Source: an optimization exercise on an open RTL-to-GDS flow (aim: small area). Production flows keep margins and buffers that such runs may drop. RTL that was checked went through simulation tests only; none was proved equivalent to the original. The RTL of runs 1 and 2 was laid out without a check of its function. Power and IR drop assume default switching activity.

<file path="flow/run.sh">
#!/bin/bash
# synth_recipe.tcl (not shown) runs the flow's synth.tcl, then flattens the netlist and writes it again
# the make line also repeats each setting of config.mk as NAME=value (left out here)
make -C /OpenROAD-flow-scripts/flow DESIGN_CONFIG=/design/flow/config.mk WORK_HOME=/design/flow/orfs CLKGATE_MAP_FILE= SYNTH_SCRIPT=/design/flow/synth_recipe.tcl finish
</file>
<file path="flow/config.mk">
export PLATFORM = sky130hd
export DESIGN_NAME = UART_Data_Processor
export DESIGN_NICKNAME = UART_Data_Processor
export VERILOG_FILES = /design/flow/design.v
export SDC_FILE = /design/flow/constraint.sdc
export NUM_CORES = 4
export LEC_CHECK = 0
export CAP_MARGIN = 20
export CORE_MARGIN = 2
export CORE_UTILIZATION = 60
export CTS_BUF_LIST = sky130_fd_sc_hd__clkbuf_4
export CTS_CLUSTER_DIAMETER = 60
export CTS_CLUSTER_SIZE = 30
export SLEW_MARGIN = 20
</file>
<file path="flow/constraint.sdc">
create_clock -name core_clock -period 8.0 [get_ports {clk}]
set_input_delay 1.6000 -clock core_clock [delete_from_list [all_inputs] [get_ports {clk}]]
set_output_delay 1.6000 -clock core_clock [all_outputs]
set_load 0.01 [all_outputs]
</file>
<file path="flow/design.v">
module UART_Data_Processor(
    input clk,
    input rst,
    input rx_pin_in,
    input  wire        MISO,
    output wire        MOSI,
    output wire        SPI_CLK,
    output wire        CS_n,
    output [7:0] seg7
);
    reg pin_pre;
    always @(posedge clk or posedge rst)
        if (rst) pin_pre <= 1'b0;
        else     pin_pre <= rx_pin_in;
    wire h2l = ~rx_pin_in & pin_pre;
    reg        band;
    reg [13:0] bcnt;
    reg        bps;
    always @(posedge clk)
        if (!band) begin
            bcnt <= 14'd15646;
            bps  <= 1'b0;
        end else if (bcnt == 14'd15665) begin
            bcnt <= 14'd0;
            bps  <= 1'b1;
        end else begin
            bcnt <= {bcnt[12:0], ~(bcnt[0] ^ bcnt[1] ^ bcnt[13])};
            bps  <= 1'b0;
        end
    localparam [2:0] IDLE = 3'd0, BEGIN = 3'd1, DATA = 3'd2, END = 3'd3,
                     BFREE = 3'd4, FINISH = 3'd5;
    reg [2:0] pos;
    reg [2:0] dbc;
    reg       done;
    reg       cnt1;        
    reg [7:0] rxd;
    always @(posedge clk or posedge rst)
        if (rst) begin
            band <= 1'b0;
            pos  <= IDLE;
            dbc  <= 3'd0;
            done <= 1'b0;
            cnt1 <= 1'b0;
        end else begin
            case (pos)
                IDLE:
                    if (h2l) begin
                        done <= 1'b0;
                        band <= 1'b1;
                        pos  <= BEGIN;
                    end
                BEGIN:
                    if (bps) begin
                        if (!rx_pin_in) pos <= DATA;
                        else begin
                            band <= 1'b0;
                            pos  <= IDLE;
                        end
                    end
                DATA:
                    if (bps) begin
                        dbc <= dbc + 1'b1;
                        if (dbc == 3'd7) pos <= END;
                    end
                END:
                    if (bps) begin
                        band <= 1'b0;
                        pos  <= BFREE;
                    end
                BFREE:
                    if (!cnt1 && rxd != 8'h52) pos <= IDLE;
                    else begin
                        pos  <= FINISH;
                        cnt1 <= ~cnt1;
                    end
                FINISH: begin
                    if (!cnt1) done <= 1'b1;
                    pos <= IDLE;
                end
                default: ;
            endcase
        end
    always @(posedge clk)
        if (pos == DATA && bps) rxd <= {rx_pin_in, rxd[7:1]};
    function [3:0] amap(input [7:0] b);
        if (b >= 8'h30 && b <= 8'h39)      amap = b[3:0];
        else if (b >= 8'h41 && b <= 8'h46) amap = b[3:0] + 4'd9;
        else                               amap = 4'hE;
    endfunction
    reg [1:0] bc;
    reg [9:0] ccnt;
    reg       sr;          
    reg       we;          
    reg [3:0] cb2;         
    reg [3:0] aoff;        
    localparam [9:0] CEND = 10'd611;    
    wire [9:0] cstep = {ccnt[8:0], ~(ccnt[2] ^ ccnt[9])};
    always @(posedge clk or posedge rst)
        if (rst) begin
            bc   <= 2'd0;
            ccnt <= 10'd0;
            sr   <= 1'b0;
            we   <= 1'b0;
            cb2  <= 4'hE;
        end else if (done) begin
            case (bc)
                2'd0: bc <= 2'd1;
                2'd1: begin
                    cb2 <= amap(rxd);
                    bc  <= 2'd2;
                    we  <= 1'b1;
                end
                2'd2: begin
                    sr <= 1'b1;
                    if (ccnt == CEND) begin
                        we   <= 1'b0;
                        ccnt <= 10'd0;
                        bc   <= 2'd3;
                    end else
                        ccnt <= cstep;
                end
                2'd3: begin
                    sr <= 1'b0;
                    if (ccnt == CEND) begin
                        ccnt <= 10'd0;
                        bc   <= 2'd0;
                    end else
                        ccnt <= cstep;
                end
            endcase
        end
    always @(posedge clk)
        if (done && bc == 2'd1) aoff <= cb2;
    reg [6:0] scnt;
    always @(posedge clk or posedge rst)
        if (rst)                scnt <= 7'd60;
        else if (scnt == 7'd32) scnt <= 7'd0;
        else                    scnt <= {scnt[5:0], ~(scnt[5] ^ scnt[6])};
    wire spclk = (scnt == 7'd0);
    wire e1    = (scnt == 7'd1);
    wire e124  = (scnt == 7'd80);
    wire e125  = (scnt == 7'd32);
    assign SPI_CLK = spclk;
    reg sra, srb;
    always @(posedge clk or posedge rst)
        if (rst)       sra <= 1'b0;
        else if (e124) sra <= sr;
    always @(posedge clk)
        if (e124) srb <= sra;
    reg [5:0] p;
    always @(posedge clk or posedge rst)
        if (rst) p <= 6'd0;
        else if (spclk) begin
            if (p == 6'd0) begin
                if (srb) p <= 6'd1;
            end else if (p == 6'd42) p <= 6'd0;
            else p <= p + 1'b1;
        end
    wire re = (p >= 6'd2) && (p <= 6'd8);
    assign CS_n = ~((p >= 6'd2) && (p <= 6'd41));
    reg [3:0] rdat;
    assign MOSI = (p == 6'd8) | (p == 6'd9) |
                  ((p == 6'd30) & rdat[3]) | ((p == 6'd31) & rdat[2]) |
                  ((p == 6'd32) & rdat[1]) | ((p == 6'd33) & rdat[0]);
    reg       hi;
    reg [3:0] lo;
    always @(posedge clk)
        if (spclk) begin
            if (p == 6'd34) hi <= MISO;
            else if (p >= 6'd35 && p <= 6'd37) hi <= hi | MISO;
            if (p >= 6'd38 && p <= 6'd41) lo <= {lo[2:0], MISO};
        end
    reg [3:0] dout;
    always @(posedge clk or posedge rst)
        if (rst) dout <= 4'd0;
        else if (spclk && p == 6'd42) dout <= hi ? 4'hE : lo;
    reg [3:0] mem [0:7];
    reg [3:0] wa, ra, s1, s3, x1, x2;
    reg       full, empty;
    wire [3:0] wnext = (we && !full) ? wa + 1'b1 : wa;
    always @(posedge clk or posedge rst)
        if (rst) begin
            wa   <= 4'd0;
            full <= 1'b0;
        end else begin
            wa   <= wnext;
            full <= (wnext == (s3 ^ 4'b1000));
        end
    always @(posedge clk)
        if (we) mem[wa[2:0]] <= aoff;
    wire [3:0] rnext = (re && !empty) ? ra + 1'b1 : ra;
    always @(posedge clk or posedge rst)
        if (rst) begin
            ra    <= 4'd0;
            empty <= 1'b1;
            x1    <= 4'd0;
            x2    <= 4'd0;
        end else if (e124) begin
            ra    <= rnext;
            empty <= (x2 == rnext);
            x1    <= wa;
            x2    <= x1;
        end
    always @(posedge clk)
        if (e124) s1 <= ra;
    always @(posedge clk or posedge rst)
        if (rst)     s3 <= 4'd0;
        else if (e1) s3 <= s1;
    always @(posedge clk)
        if (e125 && re) rdat <= mem[s1[2:0]];
    reg [7:0] seg;
    always @(*)
        case (dout)
            4'h0: seg = 8'b00000011;
            4'h1: seg = 8'b10011111;
            4'h2: seg = 8'b00100101;
            4'h3: seg = 8'b00001101;
            4'h4: seg = 8'b10011001;
            4'h5: seg = 8'b01001001;
            4'h6: seg = 8'b01000001;
            4'h7: seg = 8'b00011111;
            4'h8: seg = 8'b00000001;
            4'h9: seg = 8'b00001001;
            4'hA: seg = 8'b00010001;
            4'hB: seg = 8'b11000001;
            4'hC: seg = 8'b11100101;
            4'hD: seg = 8'b10000101;
            4'hE: seg = 8'b01100001;
            default: seg = 8'b01110001;
        endcase
    assign seg7 = rst ? 8'h00 : seg;
endmodule
</file>
==> summary.txt, run 1 <==
Outcome
  – Outcome: complete, no violations

Setup path
  – Worst path cell trace: clkdlybuf4s50_1, inv_2, and2_1, clkdlybuf4s50_1
  – Startpoint Class: primary input
  – Crit-path max FO: 33
  – CP arrival: 3.42 ns
  – Kind of cell adding the most delay to the critical path: buffers and inverters
  – Crit-path most repeated cell: clkdlybuf4s50_1
  – Critical path class: in -> out
  – Critical path capture point type: output port
  – WP data required: 6.40 ns
  – Worst path slowest cell: inv_2
  – Max stage delay on crit path: approximately 0.56 ns
  – Critical path buffers and inverters: 3

Global routing
  – First-pass GRT wire length: 18,000 microns
  – Vias in the first global route: around 3,700
  – GRT overflow: 0
  – Initial antenna violation count: 0
  – Pin count of the biggest net entering global routing: 40
  – Total GRT Usage: 0.205

Clock network
  – Total number of H-tree levels: 4
  – CTS buffer count: 17
  – CTS Hold Bufs: 0
  – Clk Latency, worst-skew pair: about 0.52 ns
  – Post-CTS Setup Inserts: 0
  – Clock tree buffer depth: 2
  – Post_cts resized: 0
  – Root buf cell: clkbuf_4
  – Reg clk slew, reported paths: roughly 0.11 ns
  – Clock sinks: between 100 and 150
  – CTS tree: yes

Placement
  – Port Buffers: 14
  – HPWL Detailed: 7280 microns
  – Post-DP Area: between 0.006 and 0.007 sq mm
  – RD Place Congestion: about 0.82

Layout
  – Finished Cell Area: about 0.0069 sq mm
  – Layout cells sized above 1: 0.167
  – Fin util: 0.673
  – Antenna fix cells: 0
  – Area growth syn-to-layout: 9.21%
  – Nets@finish: 550

Flow run
  – Max-cap violation count: 0

Logic synthesis
  – Leading area contributor after synthesis: edfxtp_1
  – Most used flip-flop cell after synthesis: dfrtp_1
  – Post-Syn Instances: about 510
  – Post-synth top area share: 0.275
  – Share of synthesized registers carrying an async set or reset: 0.482
  – Post-Syn Area: between 0.006 and 0.007 sq mm
  – Synthesis-stage register bit count: roughly 140
  – Syn_area_per_cell: between 10 and 15 sq um
  – Post-synth EDFFs: a little under 60
  – Largest cells by area after synthesis: edfxtp_1, dfrtp_1, ha_1
  – Yosys warning count: 1
  – Post-synthesis cell type count: between 50 and 60
  – Most frequent cells after synthesis: dfrtp_1, nand2_1, edfxtp_1
  – Net count after synthesis: roughly 530
  – Count leader, synth: dfrtp_1
  – Seq/Total Area, Yosys: 0.593

Timing
  – Minimum clock period: ~5 ns
  – Hold_ws: between 0.3 and 0.4 ns
  – Max Clk Rate: 199 MHz
  – Hold Violations, Final: 0
  – Max Slew Vio Count: 0
  – Final setup fails: 0
  – Slew @ Worst Pin: 1.00 ns
  – Clk_skew: 0.0167 ns
  – Rel. slew slack: 0.328
  – RSZ-0062 raised after global routing: no
  – TNS Setup: 0 ns
  – Final Cycle Share: 0.628

Drt
  – Vias per cell: approximately 5.7
  – Routed WL: 10,500 microns
  – WL per Instance: ~16 microns
  – Drt first pass iters: 4
  – Via count: ~3,800
  – DRC errors left: 0
  – Antenna Nets Post-Route: 0
  – DR iter-0 viols: 197

Floorplan
  – Die ar.: ~0.011 sq mm
  – Row count: 37
  – Width of the die: around 110 microns
  – Initial Util: 0.616
  – Die Y: around 110 microns
  – Area of the core: between 0.01 and 0.015 sq mm
  – IO Count: 15

Pwr
  – Leakage power: roughly 2.8 nW
  – Power per cell area: 260 mW/mm^2
  – VDD IR max: 0.214 mV
  – Total power draw: 1.80 mW

Min path
  – Hold crit path type: reg -> reg
layout by cell type (no fill, tap or decap), drive strengths merged, types with 5 or more instances in the layout:
cell type,instances
nor2,36
mux4,10
xor2,13
ha,25
nor3,10
clkbuf,19
dfrtp,60
nand3b,6
nand3,9
a21oi,17
nand2,59
inv,19
and2,5
mux2,24
clkdlybuf4s50,14
nand2b,11
o21ai,25
nor2b,7
dfstp,8
dfxtp,15
edfxtp,58
xnor2,13
logic make-up after synthesis:
kind of cell / Yosys count / synth area share
AOI/OAI and AO/OA: 74 / 0.0799
DFF: 141 / 0.593
xor gates and xnor gates: 26 / 0.0360
and+or+nand+nor: 167 / 0.137
adders and majority gates: 25 / 0.0494
buffers and inverters: 36 / 0.0229
muxes: 36 / 0.0814
state kept, by name, indices dropped and copies added, names as in the netlist, 6 cells and up:
register,flops
mem,32
ccnt,10
p,6
bcnt,14
scnt,7
rxd,8
metal layers:
layer / wire length, microns / GRT usage
met5: 0 / 0
met4: 149 / 0.0686
met3: 363 / 0.0578
met2: 5130 / 0.324
met1: 4820 / 0.276
where the power goes:
part / internal, mW / switching (mW) / total, mW
clock: 0.257 / 0.253 / 0.510
sequential: 0.904 / 0.0842 / 0.988
combinational: 0.131 / 0.167 / 0.298
final timing paths:
path	from	end	slack (ns)	cells past startpoint
max	rst	seg7[7]	2.98	4
min	scnt[3]	scnt[4]	0.36	0
max reg2reg	scnt[1]	ra[1]	5.55	4
min reg2reg	scnt[3]	scnt[4]	0.36	0
max in group asynchronous	rst	scnt[2]	5.36	3
min in group asynchronous	rst	p[5]	1.64	2
layout make-up:
class / instances / area (sq um)
flip-flops and latches: 141 / 3750
fillers: 768 / 3360
multi-input cells: 328 / 2440
clock inverters: 13 / 190
well taps: 136 / 170
repair buffers: 16 / 155
clock buffers: 19 / 143
inverters: 17 / 63.8
per-stage QoR:
step           setup slack, ns  cells
2_1_floorplan             2.98    505
3_3_place_gp              2.92    638
3_5_place_dp              2.90    638
4_1_cts                   2.90    670
5_1_grt                   2.77    670
6_report                  2.98    670
==> run 2, diff against run 1 <==
--- a/flow/config.mk
+++ b/flow/config.mk
@@ -7,8 +7,8 @@
 export LEC_CHECK = 0
 export CAP_MARGIN = 20
 export CORE_MARGIN = 2
-export CORE_UTILIZATION = 60
-export CTS_BUF_LIST = sky130_fd_sc_hd__clkbuf_4
-export CTS_CLUSTER_DIAMETER = 60
-export CTS_CLUSTER_SIZE = 30
+export CORE_UTILIZATION = 40
+export CTS_BUF_LIST = sky130_fd_sc_hd__clkbuf_8
+export CTS_CLUSTER_DIAMETER = 100
+export CTS_CLUSTER_SIZE = 40
 export SLEW_MARGIN = 20
==> summary.txt, run 2 <==
Layout
  – Commonest non-fill, non-tap cell in the layout: dfrtp_1
  – Largest register FFs: 32
  – Layout cells sized above 1: 0.164
  – Area growth syn-to-layout: 13.0%
  – Most frequent cells in the layout: dfrtp_1, nand2_1, edfxtp_1
  – Non-Filler Instances: approximately 750
  – Nets@finish: ~550
  – Fillers: between 1,000 and 1,500
  – Finished Cell Area: 0.00715 sq mm
  – Antenna fix cells: 0

Placement
  – Post-DP Area: between 0.006 and 0.007 sq mm
  – HPWL Detailed: between 7000 and 8000 microns
  – RD Place Congestion: 0.760
  – Port Buffers: 14
  – Cells after DPL: approximately 710

Drt
  – Drt first pass iters: 4
  – Routed WL: about 10,000 microns
  – Antenna Nets Post-Route: 0
  – Vias per cell: ~5
  – WL per Instance: between 10 and 15 microns
  – Via count: 3,726
  – DRC errors left: 0
  – DR iter-0 viols: approximately 250

Floorplan
  – Die Y: ~130 microns
  – Initial Util: 0.413
  – IO Count: 15
  – Row count: 45
  – Width of the die: ~130 microns
  – Area of the core: between 0.015 and 0.02 sq mm
  – Die ar.: 0.0168 sq mm

Clock network
  – Clock sinks: roughly 140
  – CTS buffer count: 17
  – Post-CTS Setup Inserts: 0
  – CTS tree: yes
  – Root buf cell: clkbuf_8
  – Post_cts resized: 0
  – Reg clk slew, reported paths: around 0.07 ns
  – Total number of H-tree levels: 4
  – Clock tree buffer depth: 2
  – Clk Latency, worst-skew pair: between 0.4 and 0.5 ns
  – CTS Hold Bufs: 0

Setup path
  – Critical path capture point type: output port
  – Worst path slowest cell: clkdlybuf4s50_1
  – Max stage delay on crit path: 0.53 ns
  – Worst path cell trace: clkdlybuf4s50_1, inv_2, and2_1, clkdlybuf4s50_1
  – Kind of cell adding the most delay to the critical path: buffers and inverters
  – WP data required: 6.40 ns
  – Startpoint Class: primary input
  – CP arrival: 3.28 ns
  – Critical path buffers and inverters: 3
  – Critical path class: in -> out
  – Crit-path max FO: 25
  – Crit-path most repeated cell: clkdlybuf4s50_1

Logic synthesis
  – Post-Syn Instances: approximately 500
  – Net count after synthesis: about 530
  – Post-synthesis cell type count: 59
  – Leading area contributor after synthesis: edfxtp_1
  – Syn_area_per_cell: roughly 13 sq um
  – Most frequent cells after synthesis: dfrtp_1, nand2_1, edfxtp_1
  – Most used flip-flop cell after synthesis: dfrtp_1
  – Largest cells by area after synthesis: edfxtp_1, dfrtp_1, ha_1
  – Post-synth top area share: 0.275
  – Yosys warning count: 1
  – Synthesis-stage register bit count: 141
  – Seq/Total Area, Yosys: 0.593
  – Count leader, synth: dfrtp_1
  – Post-Syn Area: ~0.0063 sq mm
  – Post-synth EDFFs: 58
  – Share of synthesized registers carrying an async set or reset: 0.482

Pwr
  – VDD IR max: approximately 0.15 mV
  – Register share of total power: 0.504
  – Leakage power: between 2 and 3 nW
  – Sw frac: 0.259
  – Total internal power: between 1 and 1.5 mW
  – Comb power frac: 0.155
  – Clk network pwr share: 0.341
  – Net Switching: a little over 500 uW
  – Power per cell area: between 200 and 300 mW/mm^2

Global routing
  – Vias in the first global route: around 3,800
  – Pin count of the biggest net entering global routing: 48
  – Total GRT Usage: 0.136
  – GRT overflow: 0
  – Initial antenna violation count: 0
  – First-pass GRT wire length: around 18,000 microns

Timing
  – Minimum clock period: 4.88 ns
  – Rel. slew slack: 0.334
  – Clk_skew: 0.0131 ns
  – Final setup fails: 0
  – Hold Violations, Final: 0
  – Final Cycle Share: 0.610
  – RSZ-0062 raised after global routing: no
  – Slew @ Worst Pin: 0.992 ns
  – Max Slew Vio Count: 0
  – Max Clk Rate: about 200 MHz
  – TNS Setup: 0 ns

Min path
  – Hold crit path type: reg -> reg

Outcome
  – Outcome: complete, no violations

Flow run
  – Max-cap violation count: 0
-- run 2: layout make-up --
| type | instances | area (sq um) | area share |
|---|---|---|---|
| Timing Repair Buffer | 17 | 163 | 0.0227 |
| Multi-Input combinational cell | 328 | 2440 | 0.341 |
| Inverter | 17 | 63.8 | 0.00892 |
| Clock buffer | 18 | 248 | 0.0346 |
| Sequential cell | 141 | 3750 | 0.525 |
| Tap cell | 211 | 264 | 0.0369 |
| Clock inverter | 14 | 223 | 0.0311 |
-- run 2: metrics by stage --
step	util	worst slack (ns)	total power, mW	hold slack, ns
finish	0.467	3.12	1.95	0.366
global route	0.467	2.93	2.07	0.375
CTS	0.467	3.03	1.98	0.367
detailed placement	0.436	3.05	1.31	0.357
global placement	0.436	3.04	1.29	0.358
floorplan	-	2.98	1.22	0.401
-- run 2: path summary, 6_finish.rpt --
check	from	end	slack [ns]	cells after the start
setup / recovery	rst	seg7[7]	3.12	4
hold reg to reg	scnt[2]	scnt[3]	0.37	0
min in group asynchronous	rst	dout[2]	1.66	2
setup reg to reg	scnt[1]	ra[1]	5.56	4
max in group asynchronous	rst	pos[0]	5.37	3
hold / removal	scnt[2]	scnt[3]	0.37	0
-- run 2: cell families after synthesis --
family / synth area share
XOR/XNOR: 0.0360
adder cells (fa/ha/maj): 0.0494
buffers and inverters: 0.0229
AO/OA/AOI/OAI: 0.0799
AND/OR/NAND/NOR: 0.137
multiplexers: 0.0814
flip-flops: 0.593
-- run 2: per-layer routing --
| layer | GRT usage | part of all wire | vias to the layer above |
|---|---|---|---|
| li1 | - | - | 1837 |
| met1 | 0.170 | 0.46 | 1841 |
| met2 | 0.225 | 0.50 | 40 |
| met3 | 0.0484 | 0.033 | 8 |
| met4 | 0.0392 | 0.0077 | 0 |
| met5 | 0 | 0 | - |
-- run 2: power groups by stage --
stage,Clock (mW),Sequential (mW),Combinational [mW]
floorplan,0,0.971,0.251
global placement,0,0.994,0.299
detailed placement,0,0.998,0.310
CTS,0.683,0.985,0.310
global route,0.716,1.00,0.351
finish,0.667,0.984,0.303
==> run 3, diff against run 2 <==
--- a/flow/design.v
+++ b/flow/design.v
@@ -16,15 +16,18 @@
     reg        band;
     reg [13:0] bcnt;
     reg        bps;
-    always @(posedge clk)
-        if (!band) begin
-            bcnt <= 14'd15646;
+    always @(posedge clk or posedge rst)
+        if (rst) begin
+            bcnt <= 14'd6510;
             bps  <= 1'b0;
-        end else if (bcnt == 14'd15665) begin
+        end else if (!band) begin
+            bcnt <= 14'd6510;
+            bps  <= 1'b0;
+        end else if (bcnt == 14'd13020) begin
             bcnt <= 14'd0;
             bps  <= 1'b1;
         end else begin
-            bcnt <= {bcnt[12:0], ~(bcnt[0] ^ bcnt[1] ^ bcnt[13])};
+            bcnt <= bcnt + 1'b1;
             bps  <= 1'b0;
         end
     localparam [2:0] IDLE = 3'd0, BEGIN = 3'd1, DATA = 3'd2, END = 3'd3,
@@ -93,8 +96,6 @@
     reg       we;          
     reg [3:0] cb2;         
     reg [3:0] aoff;        
-    localparam [9:0] CEND = 10'd611;    
-    wire [9:0] cstep = {ccnt[8:0], ~(ccnt[2] ^ ccnt[9])};
     always @(posedge clk or posedge rst)
         if (rst) begin
             bc   <= 2'd0;
@@ -112,20 +113,20 @@
                 end
                 2'd2: begin
                     sr <= 1'b1;
-                    if (ccnt == CEND) begin
+                    if (ccnt == 10'd500) begin
                         we   <= 1'b0;
                         ccnt <= 10'd0;
                         bc   <= 2'd3;
                     end else
-                        ccnt <= cstep;
+                        ccnt <= ccnt + 1'b1;
                 end
                 2'd3: begin
                     sr <= 1'b0;
-                    if (ccnt == CEND) begin
+                    if (ccnt == 10'd500) begin
                         ccnt <= 10'd0;
                         bc   <= 2'd0;
                     end else
-                        ccnt <= cstep;
+                        ccnt <= ccnt + 1'b1;
                 end
             endcase
         end
@@ -133,20 +134,23 @@
         if (done && bc == 2'd1) aoff <= cb2;
     reg [6:0] scnt;
     always @(posedge clk or posedge rst)
-        if (rst)                scnt <= 7'd60;
-        else if (scnt == 7'd32) scnt <= 7'd0;
-        else                    scnt <= {scnt[5:0], ~(scnt[5] ^ scnt[6])};
+        if (rst)                 scnt <= 7'd62;
+        else if (scnt == 7'd125) scnt <= 7'd0;
+        else                     scnt <= scnt + 1'b1;
     wire spclk = (scnt == 7'd0);
     wire e1    = (scnt == 7'd1);
-    wire e124  = (scnt == 7'd80);
-    wire e125  = (scnt == 7'd32);
+    wire e124  = (scnt == 7'd124);
+    wire e125  = (scnt == 7'd125);
     assign SPI_CLK = spclk;
     reg sra, srb;
     always @(posedge clk or posedge rst)
-        if (rst)       sra <= 1'b0;
-        else if (e124) sra <= sr;
-    always @(posedge clk)
-        if (e124) srb <= sra;
+        if (rst) begin
+            sra <= 1'b0;
+            srb <= 1'b0;
+        end else if (e124) begin
+            sra <= sr;
+            srb <= sra;
+        end
     reg [5:0] p;
     always @(posedge clk or posedge rst)
         if (rst) p <= 6'd0;
@@ -193,16 +197,16 @@
         if (rst) begin
             ra    <= 4'd0;
             empty <= 1'b1;
+            s1    <= 4'd0;
             x1    <= 4'd0;
             x2    <= 4'd0;
         end else if (e124) begin
             ra    <= rnext;
             empty <= (x2 == rnext);
+            s1    <= ra;
             x1    <= wa;
             x2    <= x1;
         end
-    always @(posedge clk)
-        if (e124) s1 <= ra;
     always @(posedge clk or posedge rst)
         if (rst)     s3 <= 4'd0;
         else if (e1) s3 <= s1;
--- a/flow/config.mk
+++ b/flow/config.mk
@@ -8,7 +8,4 @@
 export CAP_MARGIN = 20
 export CORE_MARGIN = 2
 export CORE_UTILIZATION = 40
-export CTS_BUF_LIST = sky130_fd_sc_hd__clkbuf_8
-export CTS_CLUSTER_DIAMETER = 100
-export CTS_CLUSTER_SIZE = 40
 export SLEW_MARGIN = 20
==> summary.txt, run 3 <==
Timing
  – TNS Setup: 0 ns
  – Final setup fails: 0
  – Slew @ Worst Pin: about 0.9 ns
  – Max Clk Rate: between 200 and 250 MHz
  – Minimum clock period: between 4 and 5 ns
  – Final Cycle Share: 0.611
  – RSZ-0062 raised after global routing: no
  – Hold Violations, Final: 0
  – Max Slew Vio Count: 0
  – Clk_skew: a little under 0.009 ns
  – Rel. slew slack: 0.377

Logic synthesis
  – Post-Syn Area: between 0.007 and 0.008 sq mm
  – Post-synthesis cell type count: a little under 70
  – Syn_area_per_cell: 11.4 sq um
  – Post-Syn Instances: a little over 600
  – Post-synth top area share: 0.254
  – Most frequent cells after synthesis: nand2_1, dfrtp_1, edfxtp_1
  – Net count after synthesis: 650
  – Count leader, synth: nand2_1
  – Yosys warning count: 1
  – Largest cells by area after synthesis: dfrtp_1, edfxtp_1, dfstp_2
  – Post-synth EDFFs: 53
  – Leading area contributor after synthesis: dfrtp_1
  – Share of synthesized registers carrying an async set or reset: 0.624
  – Synthesis-stage register bit count: around 140
  – Most used flip-flop cell after synthesis: dfrtp_1
  – Seq/Total Area, Yosys: 0.544

Clock network
  – Root buf cell: clkbuf_16
  – CTS Hold Bufs: 0
  – Clock tree buffer depth: 2
  – Clk Latency, worst-skew pair: between 0.4 and 0.5 ns
  – Post-CTS Setup Inserts: 0
  – CTS tree: yes
  – Total number of H-tree levels: 4
  – Clock sinks: 141
  – Reg clk slew, reported paths: approximately 0.060 ns
  – CTS buffer count: 17
  – Post_cts resized: 0

Global routing
  – Pin count of the biggest net entering global routing: 70
  – Vias in the first global route: between 4,000 and 5,000
  – Initial antenna violation count: 0
  – GRT overflow: 0
  – Total GRT Usage: 0.145
  – First-pass GRT wire length: between 20,000 and 25,000 microns

Min path
  – WHS Endpoint: aoff[0]
  – Hold_sp: cb2[0]
  – Hold crit path type: reg -> reg
  – Worst Hold Depth: 0

Pwr
  – Total power draw: about 1.9 mW
  – Leakage power: 3.19 nW
  – Power per cell area: about 230 mW/mm^2
  – VDD IR max: 0.170 mV

Placement
  – RD Place Congestion: a little over 0.8
  – Cells after DPL: about 840
  – Post-DP Area: 0.00736 sq mm
  – Port Buffers: 14
  – HPWL Detailed: ~8400 microns

Setup path
  – Reg2Reg Depth: 5
  – Critical path capture point type: output port
  – Critical path class: in -> out
  – Worst reg-to-reg setup slack: approximately 5.9 ns
  – Worst path slowest cell: clkdlybuf4s50_1
  – CP arrival: 3.29 ns
  – Reg2reg start: p[1]
  – Worst path cell trace: clkdlybuf4s50_1, clkinv_2, and2_1, clkdlybuf4s50_1
  – WP data required: between 6 and 7 ns
  – Reg2reg end: rdat[2]
  – Crit-path most repeated cell: clkdlybuf4s50_1
  – Crit-path max FO: 23
  – Max stage delay on crit path: between 0.5 and 0.6 ns
  – Startpoint Class: primary input

Drt
  – Antenna Nets Post-Route: 0
  – Met2 WL post-DR: ~6000 microns
  – Via count: 4,512
  – Wire length on met1: 5730 microns
  – Drt first pass iters: 4
  – DR iter-0 viols: between 200 and 250
  – Max layer used: met4
  – WL per Instance: ~14 microns
  – Routed WL: 12,300 microns
  – WL met3: ~380 microns
  – DRC errors left: 0
  – Vias per cell: ~5.2

Floorplan
  – Area of the core: about 0.017 sq mm
  – IO Count: 15
  – Row count: 48
  – Die ar.: 0.0186 sq mm
  – Initial Util: 0.407
  – Die Y: approximately 140 microns
  – Width of the die: between 100 and 150 microns

Layout
  – Most frequent cells in the layout: nand2_1, dfrtp_1, edfxtp_1
  – Commonest non-fill, non-tap cell in the layout: nand2_1
  – Largest register FFs: 32
  – Area growth syn-to-layout: 13.1%
  – Non-Filler Instances: about 870
  – Finished Cell Area: 0.00793 sq mm
  – Layout cells sized above 1: 0.143
  – Antenna fix cells: 0
  – Nets@finish: 665

Outcome
  – Outcome: complete, no violations

Flow run
  – Max-cap violation count: 0
-- run 3: cell count changes after synthesis, sizes merged, moves of 8 or more --
cell,change
dfrtp,+11
dfstp,+9
dfxtp,-15
inv,+17
nand2,+13
nand3,+15
nor2,+8
o21ai,+8
xnor2,+10
-- run 3: per-layer routing --
layer / up-vias / track usage
met2: 59 / 0.236
met5: - / 0
met3: 15 / 0.0418
met1: 2213 / 0.183
met4: 0 / 0.0556
li1: 2225 / -
-- run 3: metrics by stage --
step	util	setup WS (ns)	hold WS, ns
2_1_floorplan	-	2.55	0.425
3_3_place_gp	0.427	3.07	0.435
3_5_place_dp	0.427	3.07	0.440
4_1_cts	0.460	3.05	0.454
5_1_grt	0.460	2.97	0.471
6_report	0.460	3.11	0.452
-- run 3: layout make-up --
cell class | count | area (sq um)
tap | 225 | 282
inverter | 34 | 129
fill | 1551 | 9310
timing repair buffer | 15 | 148
clock inverter | 12 | 121
sequential | 141 | 3810
clock buffer | 20 | 447
multi-input combinational | 420 | 2980
-- run 3: logic make-up after synthesis --
| logic type | after synthesis | share of synthesized area |
|---|---|---|
| buffers and inverters | 53 | 0.0296 |
| flip-flops | 141 | 0.544 |
| XOR/XNOR | 38 | 0.0495 |
| AO/OA/AOI/OAI | 99 | 0.0914 |
| adder cells (fa/ha/maj) | 32 | 0.0571 |
| AND/OR/NAND/NOR | 223 | 0.167 |
| multiplexers | 28 | 0.0609 |
-- run 3: power by group --
group	switching (mW)	total, mW	internal, mW	leakage, nW
clock	0.294	0.758	0.463	0.277
combinational	0.130	0.220	0.0905	1.37
sequential	0.0691	0.874	0.805	1.54
total	0.493	1.85	1.36	3.19
-- run 3: worst max path at each step --
stage | from | end | slack (ns) | cells past startpoint
after floorplan | rst | seg7[4] | 2.55 | 2
after global placement | rst | seg7[7] | 3.07 | 4
after detailed placement | rst | seg7[7] | 3.07 | 4
after CTS | rst | seg7[7] | 3.05 | 4
after global routing | rst | seg7[7] | 2.97 | 4
final | rst | seg7[7] | 3.11 | 4
-- run 3: critical path: cells and delay by family --
family                 cells  cell delay (ns)
buffers and inverters      3             1.41
AND/OR/NAND/NOR            1             0.27

afterwards: timing with drivers on the ports:
In the flow no input, the clock included, has a driving cell. The finished layouts below were timed again as built, in two steps.
Step 1: set_driving_cell puts a clkbuf_16 on clk and a buf_2 on each other input, an assumption about the parent block.
Step 2, shift: input delay + t, output delay - t, t = (earliest + latest rising clock arrival at the registers) / 2. This alone moves slack from input paths to output paths.
Slacks: ideal ports / drivers / drivers and shift; pairs: ideal ports / drivers.
| run | t (ns) | slack for setup (ns) | worst data-port slew with drivers (ns) | cell pins on the clock port's net |
|---|---|---|---|---|
| run 1 | 0.540 | 2.979 / 2.956 / 2.956 | 0.03 | 1 |
| run 2 | 0.463 | 3.121 / 3.096 / 3.096 | 0.03 | 1 |
| run 3 | 0.457 | 3.110 / 3.086 / 3.086 | 0.03 | 1 |
After both steps every run listed still meets setup and hold. The setup slack of run 2, which loses most, moves by -0.025 ns with the drivers and by -0.025 ns with both steps.
